What follows belongs to an exercise in optimizing a design on an open flow for small area; a production flow would make more cautious choices.
Only simulation tests tie the RTL to the original design; equivalence was not proved.
The clock port is modelled as an ideal driver; clocking choices that lean on that would not hold on a real chip.
Power and IR drop assume default switching activity.

==> flow/design.v, too long to show whole: its modules and the start of the top module <==
// module Paddle_Top: 4128 lines
module Paddle_Top(i_Clk, i_Rst, i_Switch_1, i_Switch_2, i_Switch_3, i_Switch_4, i_UART_RX, o_UART_TX, o_Segment1_A, o_Segment1_B, o_Segment1_C, o_Segment1_D, o_Segment1_E, o_Segment1_F, o_Segment1_G, o_Segment2_A, o_Segment2_B, o_Segment2_C, o_Segment2_D, o_Segment2_E, o_Segment2_F
, o_Segment2_G, o_VGA_HSync, o_VGA_VSync, o_VGA_Red_0, o_VGA_Red_1, o_VGA_Red_2, o_VGA_Green_0, o_VGA_Green_1, o_VGA_Green_2, o_VGA_Blue_0, o_VGA_Blue_1, o_VGA_Blue_2);
  // ...
==> flow/flow/run.sh <==
#!/bin/bash
# Own layout flow: the standard flow (standard.sh) with three changes:
#  - after the standard synthesis, its combinational logic is mapped again
#    for area with ABC's amap (flow/remap.ys); registers keep their cells
#    and names;
#  - ports are buffered with the smallest buffer (sky130_fd_sc_hd__buf_1);
#  - clock tree synthesis uses clkbuf_4 buffers and inserts no dummy loads;
#    afterwards any leaf clock buffer whose flip-flops would see a clock slew
#    over 100 ps (placement estimate) becomes a clkbuf_8 (flow/clkfix.tcl).
# Tool output: ORFS logs under orfs/logs/, make output in flow_synth.log,
# flow_cts.log and flow_make.log, the re-mapping in remap.log, the clock
# buffer sizing in clkfix.log.
set -euo pipefail
R=orfs/results/$FLOW_PLATFORM/Paddle_Top/base
LIB=$FLOW_HOME/platforms/sky130hd/lib/sky130_fd_sc_hd__tt_025C_1v80.lib
DONTUSE="-dont_use *probe* -dont_use *lpflow*"
bash standard.sh synth > flow_synth.log 2>&1
cp $R/1_2_yosys.v $R/1_2_yosys_standard.v
sed -e "s#@LIB@#$LIB#g" -e "s#@IN@#$R/1_2_yosys_standard.v#" -e "s#@OUT@#$R/1_2_yosys_remap.v#" \
    -e "s#@TOP@#$FLOW_TOP#" -e "s#@DONTUSE@#$DONTUSE -dont_use *clkbuf* -dont_use *clkinv* -dont_use *dly*#" \
    flow/remap.ys > remap_run.ys
yosys -l remap.log remap_run.ys > /dev/null
cp $R/1_2_yosys_remap.v $R/1_2_yosys.v
export BUFFER_PORTS_ARGS="-buffer_cell sky130_fd_sc_hd__buf_1"
export CTS_ARGS="-sink_clustering_enable -repair_clock_nets -buf_list sky130_fd_sc_hd__clkbuf_4 -dont_use_dummy_load"
bash standard.sh cts > flow_cts.log 2>&1
CK_LIB=$LIB CK_IN=$R/4_cts.odb CK_SDC=$R/4_cts.sdc CK_OUT=$R/4_cts.odb \
CK_RC=$FLOW_HOME/platforms/sky130hd/setRC.tcl CK_LIMIT_PS=100 \
    openroad -no_init -exit flow/clkfix.tcl > clkfix.log 2>&1
bash standard.sh finish > flow_make.log 2>&1
==> flow/flow/clkfix.tcl <==
# After clock tree synthesis: leaf clock buffers (those driving flip-flops)
# whose flip-flop clock pins
# would see a slow clock edge are swapped for the next larger clock buffer,
# then placement is legalised again. Reads and rewrites the CTS database.
# Environment: CK_LIB (liberty), CK_IN, CK_SDC, CK_OUT, CK_RC (setRC.tcl), CK_LIMIT_PS.
read_liberty $::env(CK_LIB)
read_db $::env(CK_IN)
read_sdc $::env(CK_SDC)
source $::env(CK_RC)
set_propagated_clock [all_clocks]
estimate_parasitics -placement
set limit $::env(CK_LIMIT_PS)
set swapped 0
foreach inst [get_cells *] {
  if {[get_property $inst ref_name] ne "sky130_fd_sc_hd__clkbuf_4"} { continue }
  set out [get_pins -of_objects $inst -filter "direction == output"]
  set net [get_nets -of_objects $out]
  set worst 0
  set flops 0
  foreach p [get_pins -of_objects $net -filter "direction == input"] {
    if {[string match "*dfxtp*" [get_property [get_cells -of_objects $p] ref_name]]} { incr flops }
    foreach e {rise fall} {
      foreach a {min max} {
        set s [sta::time_ui_sta [get_property $p slew_${a}_$e]]
        set worst [expr {max($worst, $s * 1e12)}]
      }
    }
  }
  puts "leaf [get_property $inst name] worst [format %.1f $worst] ps"
  if {$flops > 0 && $worst > $limit} {
    replace_cell $inst sky130_fd_sc_hd__clkbuf_8
    incr swapped
    puts "  swapped to sky130_fd_sc_hd__clkbuf_8"
  }
}
puts "swapped $swapped leaf clock buffers"
if {$swapped > 0} {
  detailed_placement
  check_placement -verbose
}
write_db $::env(CK_OUT)
==> flow/flow/remap.ys <==
# Re-map the combinational logic of the standard synthesis for area.
# Registers (dfxtp/edfxtp) and tie cells are kept as they are, with their
# names; every other cell is replaced by its function and mapped again by
# ABC with an area-only script (no buffering or upsizing), then the
# standard synthesis's closing steps are repeated.
read_liberty -ignore_miss_func @LIB@
read_verilog @IN@
hierarchy -top @TOP@
blackbox sky130_fd_sc_hd__dfxtp_1 sky130_fd_sc_hd__edfxtp_1 sky130_fd_sc_hd__conb_1
flatten
rename -hide w:*.*
opt_clean -purge
abc -liberty @LIB@ @DONTUSE@ -script "+strash;dch -f;amap -F 200 -A 200;topo"
opt_clean -purge
read_liberty -lib -ignore_redef @LIB@
hilomap -singleton -hicell sky130_fd_sc_hd__conb_1 HI -locell sky130_fd_sc_hd__conb_1 LO
insbuf -buf sky130_fd_sc_hd__buf_4 A X
opt_clean -purge
tee -o remap_stat.txt stat -liberty @LIB@
check -assert
write_verilog -noattr -nohex -nodec @OUT@
==> flow/standard.sh <==
#!/bin/bash
# synth_recipe.tcl (not shown) runs the flow's synth.tcl, then flattens the netlist and writes it again
# the make line also repeats each setting of config.mk as NAME=value (left out here)
make -C /OpenROAD-flow-scripts/flow DESIGN_CONFIG=/design/flow/config.mk WORK_HOME=/design/flow/orfs CLKGATE_MAP_FILE= SYNTH_SCRIPT=/design/flow/synth_recipe.tcl "${@:-finish}"
==> flow/config.mk <==
export PLATFORM = sky130hd
export DESIGN_NAME = Paddle_Top
export DESIGN_NICKNAME = Paddle_Top
export VERILOG_FILES = /design/flow/design.v
export SDC_FILE = /design/flow/constraint.sdc
export NUM_CORES = 4
export LEC_CHECK = 0
export ABC_AREA = 1
export CAP_MARGIN = 20
export CORE_MARGIN = 2
export CORE_UTILIZATION = 40
export PLACE_DENSITY = 0.6
export SLEW_MARGIN = 20
==> flow/constraint.sdc <==
create_clock -name core_clock -period 8.0 [get_ports {i_Clk}]
set_input_delay 1.6000 -clock core_clock [delete_from_list [all_inputs] [get_ports {i_Clk}]]
set_output_delay 1.6000 -clock core_clock [all_outputs]
set_load 0.01 [all_outputs]
==> impl_metrics.env, run 1 <==
export IMPL_crit_type="flop to primary output"
export IMPL_grt_setup_unrepaired="false"
export IMPL_sh_seq_area_pct=43.96
export IMPL_postPlaceCellArea_um2=5605
export IMPL_setup_tns_ns=0
export IMPL_worst_setup_path_end_kind="primary output"
export IMPL_intPower_uw=880.5
export IMPL_drt_iter0_drc=480
export IMPL_hold_buffers=0
export IMPL_die_y_um=119.3
export IMPL_syn_num_nets=678
export IMPL_num_clock_buffers=17
export IMPL_grt_util_met3_pct=5.316
export IMPL_power_top_group="registers"
export IMPL_crit_arrival_ns=2.17
export IMPL_met2_usage_pct=27.23
export IMPL_worstSkewPairLatency_ns=0.54
export IMPL_cp_start_kind="flop"
export IMPL_layoutNonFillerInstCount=890
export IMPL_drive_gt1_share_pct=2.525
export IMPL_max_vdd_ir_drop_uv=146.8
export IMPL_largest_reg_flops=15
export IMPL_grt_pass1_vias=4342
export IMPL_vias=4846
export IMPL_hold_start="r_tu[1]"
export IMPL_crit_required_ns=6.40
export IMPL_grt_use_total_pct=18.11
export IMPL_maxCapViolations=0
export IMPL_dr_pass1_iters=5
export IMPL_crit_family="buffers and inverters"
export IMPL_seq_power_uw=732
export IMPL_overflow=0
export IMPL_drc=0
export IMPL_worstPathCellList="inv_1 > nor3_1 > nor2_1 > inv_1 > o31ai_1 > nor2_1 > a21oi_1 > buf_1"
export IMPL_syn_cell_area_um2=5318
export IMPL_top_register="r_BC"
export IMPL_syn_to_final_growth_pct=8.329
export IMPL_n_antenna_cell=1
export IMPL_dpl_cell_count=872
export IMPL_worst_path_stages=8
export IMPL_outcome="finished clean"
export IMPL_nMultiInputCombCells=442
export IMPL_p_seq_share_pct=58.5
export IMPL_n_tap_cell=176
export IMPL_max_stage_delay_ns=0.41
==> inputs of run 2 (changes only) <==
--- a/flow/flow/clkfix.tcl
+++ b/flow/flow/clkfix.tcl
@@ -1,3 +1,2 @@
-# After clock tree synthesis: leaf clock buffers (those driving flip-flops)
-# whose flip-flop clock pins
+# After clock tree synthesis: leaf clock buffers whose flip-flop clock pins
 # would see a slow clock edge are swapped for the next larger clock buffer,
@@ -20,3 +19,2 @@
   foreach p [get_pins -of_objects $net -filter "direction == input"] {
-    if {[string match "*dfxtp*" [get_property [get_cells -of_objects $p] ref_name]]} { incr flops }
     foreach e {rise fall} {
@@ -29,3 +27,3 @@
   puts "leaf [get_property $inst name] worst [format %.1f $worst] ps"
-  if {$flops > 0 && $worst > $limit} {
+  if {$worst > $limit} {
     replace_cell $inst sky130_fd_sc_hd__clkbuf_8
==> run 2 against run 1 <==
Still clean. Clock skew about the same. Global-route usage unchanged. Via count about the same. Register-to-register slack about the same. Clock power increased by 3%. Synthesized cell count unchanged. Sequential share of layout area about the same. Design area about the same. First-iteration DRC count increased by 7.1%. Die area unchanged. Cell count decreased by 0.11%. Non-clock buffer count unchanged. Critical path type unchanged. Critical endpoint is now o_Segment2_F. Largest cell class unchanged.
==> impl_metrics.env, run 2 <==
export IMPL_worstSkewPairLatency_ns=0.42
export IMPL_syn_cell_area_um2=5318
export IMPL_grt_max_degree=25
export IMPL_min_period_ns=3.657
export IMPL_wl_met3_um=670
export IMPL_seq_area_um2=2532
export IMPL_initial_core_util_pct=40.48
export IMPL_largest_reg_flops=15
export IMPL_cts_tree="built"
export IMPL_cts_clk_slew_worst_paths_ns=0.07
export IMPL_syn_to_final_growth_pct=8.400
export IMPL_reg2reg_to="r_V[9]"
export IMPL_hold_start="r_tu[1]"
export IMPL_worst_setup_path_end_kind="primary output"
export IMPL_vias=4843
export IMPL_fp_coreArea_um2=13140
export IMPL_netlist_instances=671
export IMPL_powerDensity_nw_per_um2=218.6
export IMPL_netSwitchingPower_uw=372.4
export IMPL_fin_crit_sh_pct=45.72
export IMPL_cts_made_buffers=17
export IMPL_grt_pass1_vias=4342
export IMPL_wl_per_cell_um=13.75
export IMPL_grt_use_total_pct=18.11
export IMPL_p_total_uw=1260
export IMPL_fp_dieArea_um2=14230
export IMPL_p_seq_share_pct=58.1
export IMPL_fmax_ghz=0.2734
export IMPL_cts_path_max_buffers=2
export IMPL_reg_largest_list="r_BC (15), r_LC (11), r_RC (11)"
export IMPL_place_hpwl_um=9009
export IMPL_syn_num_nets=678
export IMPL_crit_required_ns=6.40
export IMPL_die_y_um=119.3
export IMPL_finalMaxSlewViolations=0
export IMPL_layout_nets=722
export IMPL_maxCapViolations=0
export IMPL_numPortBuffers=32
export IMPL_combinationalPowerShare_pct=16.6
export IMPL_io_pins=33
export IMPL_holdPathEnd="r_tu[2]"
export IMPL_h_tree_depth=4
export IMPL_pwr_share_clk_pct=25.3
export IMPL_final_cell_mix="dfxtp_1 (125), inv_1 (95), nor2_1 (77)"
export IMPL_drt_met1_wl_um=5947
export IMPL_leakagePower_uw=0.002215
export IMPL_ant_nets=0
export IMPL_top_register="r_BC"
export IMPL_setup_tns_ns=0
export IMPL_multiInputGateArea_um2=2369
export IMPL_grt_setup_unrepaired="false"
export IMPL_path_max_fanout=6
export IMPL_cts_resized=0
export IMPL_max_vdd_ir_drop_uv=147.1
export IMPL_n_antenna_cell=0
export IMPL_setup_ws_ns=4.343
export IMPL_timing_hold_violations_final=0
export IMPL_hold_buffers=0
export IMPL_top_layer_used="met4"
export IMPL_overflow=0
export IMPL_slew_headroom_pct=43.32
export IMPL_num_fill_cells=1339
export IMPL_worst_pin_slew_ns=0.8437
export IMPL_whs_path_depth=1
export IMPL_dr_pass1_iters=5
export IMPL_antenna_found_initial=0
export IMPL_dp_slack_ns=4.781
export IMPL_finClkSkew_ns=0.03081
export IMPL_gp_congestion=0.9383
export IMPL_cts_sinks=126
export IMPL_r2r_slack_ns=5.11
export IMPL_regToRegStartpoint="r_H[0]"
export IMPL_drc=0
export IMPL_synth_area_per_cell_um2=7.925
export IMPL_clock_root_buffer="clkbuf_4"
export IMPL_rows=42
export IMPL_wl_met2_um=5411
export IMPL_cts_setup_buffers=0
export IMPL_min_path_type="flop to flop"
export IMPL_intPower_uw=887.9
export IMPL_drive_gt1_share_pct=2.525
export IMPL_outcome="finished clean"
export IMPL_cp_start_kind="flop"
export IMPL_mostFrequentLayoutCell="dfxtp_1"
export IMPL_viasPerCell=5.448
export IMPL_p_sw_share_pct=29.55
export IMPL_grt_pass1_wl_um=20840
export IMPL_ff2ff_path_depth=15
export IMPL_drt_iter0_drc=514
export IMPL_wirelength_um=12220
export IMPL_die_w_um=119.3
export IMPL_crit_arrival_ns=2.06
export IMPL_finalSetupViolCount=0
export IMPL_synth_warnings=1
export IMPL_crit_type="flop to primary output"
-- run 2: worst max path at each step --
stage               from           end  slack (ns)  cells past startpoint
6_report       r_Byte[2]  o_Segment2_F        4.34                      7
5_1_grt        r_Byte[3]  o_Segment2_F        4.06                      7
4_1_cts        r_Byte[2]  o_Segment2_F        4.18                      7
3_5_place_dp   r_Byte[2]  o_Segment2_F        4.78                      7
3_3_place_gp       i_Rst        r_G[0]        4.86                      4
2_1_floorplan  r_Byte[3]  o_Segment2_F        4.86                      6
-- run 2: layer usage --
metal / global-route usage (%) / vias up
met1: 24.90 / 2243
li1: - / 2447
met2: 27.23 / 134
met3: 5.316 / 19
met4: 6.103 / 0
met5: 0 / -
-- run 2: layout make-up --
type / count / share of cell area (%)
flip-flops and latches: 126 / 43.93
multi-input cells: 442 / 41.09
inverters: 95 / 6.186
well taps: 176 / 3.820
clock buffers: 17 / 2.757
repair buffers: 33 / 2.214
-- run 2: stage by stage --
step	hold slack (ns)	cell area [um^2]	instances	util [%]
floorplan	0.3844	5318	671	-
global placement	0.3911	5605	872	42.67
detailed placement	0.3937	5605	872	42.67
CTS	0.4247	5733	889	43.64
global route	0.4417	5764	889	43.88
finish	0.4143	5764	889	43.88
-- run 2: critical path: stages (launching register included) --
cell	delay [ns]
dfxtp_1	0.43
inv_1	0.13
o311ai_0	0.44
nand2_1	0.09
a21oi_1	0.19
a21oi_1	0.06
o21ai_0	0.14
buf_1	0.17
-- run 2: power by group through the flow --
stage / Clock, uW / Combinational, uW / Sequential, uW
5_1_grt: 356 / 243 / 742
6_report: 319 / 209 / 733
3_3_place_gp: 0 / 205 / 745
3_5_place_dp: 0 / 209 / 746
2_1_floorplan: 0 / 161 / 733
4_1_cts: 297 / 210 / 732
==> inputs of run 3 (changes only) <==
--- a/flow/flow/run.sh
+++ b/flow/flow/run.sh
@@ -1,3 +1,3 @@
 #!/bin/bash
-# Own layout flow: the standard flow (standard.sh) with three changes:
+# Own layout flow: the standard flow (standard.sh) with these changes:
 #  - after the standard synthesis, its combinational logic is mapped again
@@ -8,3 +8,3 @@
 #    afterwards any leaf clock buffer whose flip-flops would see a clock slew
-#    over 100 ps (placement estimate) becomes a clkbuf_8 (flow/clkfix.tcl).
+#    over 105 ps (placement estimate) becomes a clkbuf_8 (flow/clkfix.tcl).
 # Tool output: ORFS logs under orfs/logs/, make output in flow_synth.log,
@@ -27,3 +27,3 @@
 CK_LIB=$LIB CK_IN=$R/4_cts.odb CK_SDC=$R/4_cts.sdc CK_OUT=$R/4_cts.odb \
-CK_RC=$FLOW_HOME/platforms/sky130hd/setRC.tcl CK_LIMIT_PS=100 \
+CK_RC=$FLOW_HOME/platforms/sky130hd/setRC.tcl CK_LIMIT_PS=105 \
     openroad -no_init -exit flow/clkfix.tcl > clkfix.log 2>&1
--- a/flow/flow/clkfix.tcl
+++ b/flow/flow/clkfix.tcl
@@ -1,2 +1,3 @@
-# After clock tree synthesis: leaf clock buffers whose flip-flop clock pins
+# After clock tree synthesis: leaf clock buffers (those driving flip-flops)
+# whose flip-flop clock pins
 # would see a slow clock edge are swapped for the next larger clock buffer,
@@ -19,2 +20,3 @@
   foreach p [get_pins -of_objects $net -filter "direction == input"] {
+    if {[string match "*dfxtp*" [get_property [get_cells -of_objects $p] ref_name]]} { incr flops }
     foreach e {rise fall} {
@@ -27,3 +29,3 @@
   puts "leaf [get_property $inst name] worst [format %.1f $worst] ps"
-  if {$worst > $limit} {
+  if {$flops > 0 && $worst > $limit} {
     replace_cell $inst sky130_fd_sc_hd__clkbuf_8
==> run 3 against run 2 <==
Count of clock-buffer cells in the layout stayed put. Synthesized cell count did not move. Register-to-register slack about the same.
==> impl_metrics.env, run 3 <==
export IMPL_outcome="finished clean"
export IMPL_initial_core_util_pct=40.48
export IMPL_setup_ws_ns=4.193
export IMPL_pwr_share_clk_pct=23.7
export IMPL_numPortBuffers=32
export IMPL_syn_cell_area_um2=5318
export IMPL_p_sw_share_pct=29.93
export IMPL_drc=0
export IMPL_mostFrequentLayoutCell="dfxtp_1"
export IMPL_cts_path_max_buffers=2
export IMPL_largest_reg_flops=15
export IMPL_post_route_util_pct=43.70
export IMPL_crit_family="compound AO/OA/AOI/OAI gates"
export IMPL_worst_pin_slew_ns=0.8433
export IMPL_global_route_peak_usage_layer="met2"
export IMPL_slew_headroom_pct=43.34
export IMPL_dp_slack_ns=4.781
export IMPL_grt_util_met3_pct=5.747
export IMPL_vias=4852
export IMPL_drive_gt1_share_pct=2.525
export IMPL_finClkSkew_ns=0.03057
export IMPL_synth_warnings=1
export IMPL_grtUsageMet1_pct=24.90
export IMPL_r2r_slack_ns=5.11
export IMPL_finalSetupViolCount=0
export IMPL_viasPerCell=5.452
export IMPL_crit_required_ns=6.40
export IMPL_fp_dieArea_um2=14230
export IMPL_clock_root_buffer="clkbuf_4"
export IMPL_setup_tns_ns=0
export IMPL_synth_area_per_cell_um2=7.925
export IMPL_cts_setup_buffers=0
export IMPL_cp_common_cell="a21oi_1"
export IMPL_rows=42
export IMPL_grt_setup_unrepaired="false"
export IMPL_cts_made_buffers=17
export IMPL_min_period_ns=3.807
export IMPL_fmax_ghz=0.2627
export IMPL_combinationalPowerShare_pct=17.0
export IMPL_cts_resized=0
export IMPL_crit_type="flop to primary output"
export IMPL_worst_setup_path_end_kind="primary output"
export IMPL_intPower_uw=864.9
export IMPL_overflow=0
export IMPL_cts_clk_slew_worst_paths_ns=0.10
export IMPL_drt_iter0_drc=472
export IMPL_wirelength_um=12250
export IMPL_final_cell_mix="dfxtp_1 (125), inv_1 (95), nor2_1 (77)"
export IMPL_max_stage_delay_ns=0.45
export IMPL_critPathBufInv=2
export IMPL_cp_start_kind="flop"
export IMPL_timing_hold_violations_final=0
export IMPL_p_seq_share_pct=59.3
export IMPL_crit_arrival_ns=2.21
export IMPL_grt_pass1_vias=4347
export IMPL_worst_path_max_delay_cell="o311ai_0"
export IMPL_cts_sinks=126
export IMPL_hold_buffers=0
export IMPL_die_y_um=119.3
export IMPL_place_hpwl_um=9009
export IMPL_min_path_type="flop to flop"
export IMPL_grt_use_total_pct=18.20
export IMPL_leakagePower_uw=0.002205
export IMPL_syn_num_nets=678
export IMPL_grt_max_degree=25
export IMPL_path_max_fanout=6
export IMPL_met2_usage_pct=27.23
export IMPL_fp_coreArea_um2=13140
export IMPL_top_register="r_BC"
export IMPL_syn_to_final_growth_pct=7.977
export IMPL_cts_tree="built"
export IMPL_postPlaceCellArea_um2=5605
export IMPL_maxCapViolations=0
export IMPL_wl_per_cell_um=13.77
export IMPL_worstSkewPairLatency_ns=0.52
export IMPL_ant_nets=0
export IMPL_fin_crit_sh_pct=47.58
export IMPL_netSwitchingPower_uw=369.4
export IMPL_stdcell_area_um2=5742
export IMPL_dr_pass1_iters=5
export IMPL_max_vdd_ir_drop_uv=142.2
export IMPL_io_pins=33
export IMPL_reg_largest_list="r_BC (15), r_LC (11), r_RC (11)"
export IMPL_grt_pass1_wl_um=20870
export IMPL_die_w_um=119.3
export IMPL_powerDensity_nw_per_um2=215.0
export IMPL_worstPathCellList="inv_1 > o311ai_0 > nand2_1 > a21oi_1 > a21oi_1 > o21ai_0 > buf_1"
export IMPL_h_tree_depth=4
export IMPL_gp_congestion=0.9383
export IMPL_antenna_found_initial=1
export IMPL_finalMaxSlewViolations=0
export IMPL_netlist_instances=671
export IMPL_layout_nets=722
==> run 3: path summary, 6_finish.rpt <==
path | to | startpoint | depth (start not counted)
hold reg to reg | r_ru[2] | r_ru[1] | 1
setup reg to reg | r_V[9] | r_H[0] | 15
hold / removal | r_ru[2] | r_ru[1] | 1
setup / recovery | o_Segment2_F | r_Byte[2] | 7
==> run 3: cell type report <==
type / count / area (um^2)
fill: 1342 / 7396
sequential: 126 / 2532
multi-input combinational: 442 / 2369
inverter: 95 / 356.6
tap: 176 / 220.2
clock buffer: 17 / 133.9
timing repair buffer: 33 / 127.6
antenna: 1 / 2.502
==> run 3: metrics by stage <==
stage	power, uW	instances	hold WS (ns)
5_1_grt	1318	890	0.4448
3_5_place_dp	954.8	872	0.3937
6_report	1234	890	0.4200
3_3_place_gp	949.5	872	0.3911
2_1_floorplan	894.2	671	0.3844
4_1_cts	1238	889	0.4247
==> run 3: worst register-to-register path, stage by stage (launching register included) <==
cell and delay, ns:
dfxtp_1 0.39, and3_1 0.21, nand2_1 0.08, nor2_1 0.12, inv_1 0.10, nor3_1 0.59
nand2_1 0.15, inv_1 0.10, nand2_1 0.10, nor2_1 0.29, nand4_1 0.19, nor2_1 0.15
inv_1 0.06, nor2_1 0.13, nor2_1 0.05, o21ai_0 0.12
==> run 3: per-layer routing <==
metal	routed length, um	vias up	share of wire (%)
li1	-	2452	-
met1	5980	2235	49
met2	5408	144	44
met3	659	21	5.4
met4	204	0	1.7
met5	0	-	0
==> run 3: power by group through the flow <==
stage / clock [uW] / combinational [uW] / sequential [uW]
global route: 333 / 243 / 742
finish: 292 / 210 / 732
detailed placement: 0 / 209 / 746
CTS: 297 / 210 / 732
global placement: 0 / 205 / 745
floorplan: 0 / 161 / 733

## afterwards: timing with drivers on the ports
The flow's constraints put no driver on any port. The routed layouts listed below were extracted and timed again, unchanged, in two steps.
Step 1 (the two cells are an assumption about what drives the block):
set clk [get_ports {i_Clk}]
set_driving_cell -lib_cell sky130_fd_sc_hd__clkbuf_16 $clk
set_driving_cell -lib_cell sky130_fd_sc_hd__buf_2 [delete_from_list [all_inputs] $clk]
Step 2, shift: input delay + t, output delay - t, t = (earliest + latest rising clock arrival at the registers) / 2. This alone moves slack from input paths to output paths.
Slacks: no drivers / after step 1 / after step 2; pairs: no drivers / after step 1.
run	t, ns	setup WS [ns]	hold WS [ns]
run 1	0.558	4.228 / 4.190 / 4.748	0.414 / 0.414 / 0.414
run 2	0.441	4.343 / 4.307 / 4.747	0.414 / 0.414 / 0.414
run 3	0.545	4.193 / 4.156 / 4.701	0.420 / 0.420 / 0.420
After both steps setup and hold are still met in every run listed.
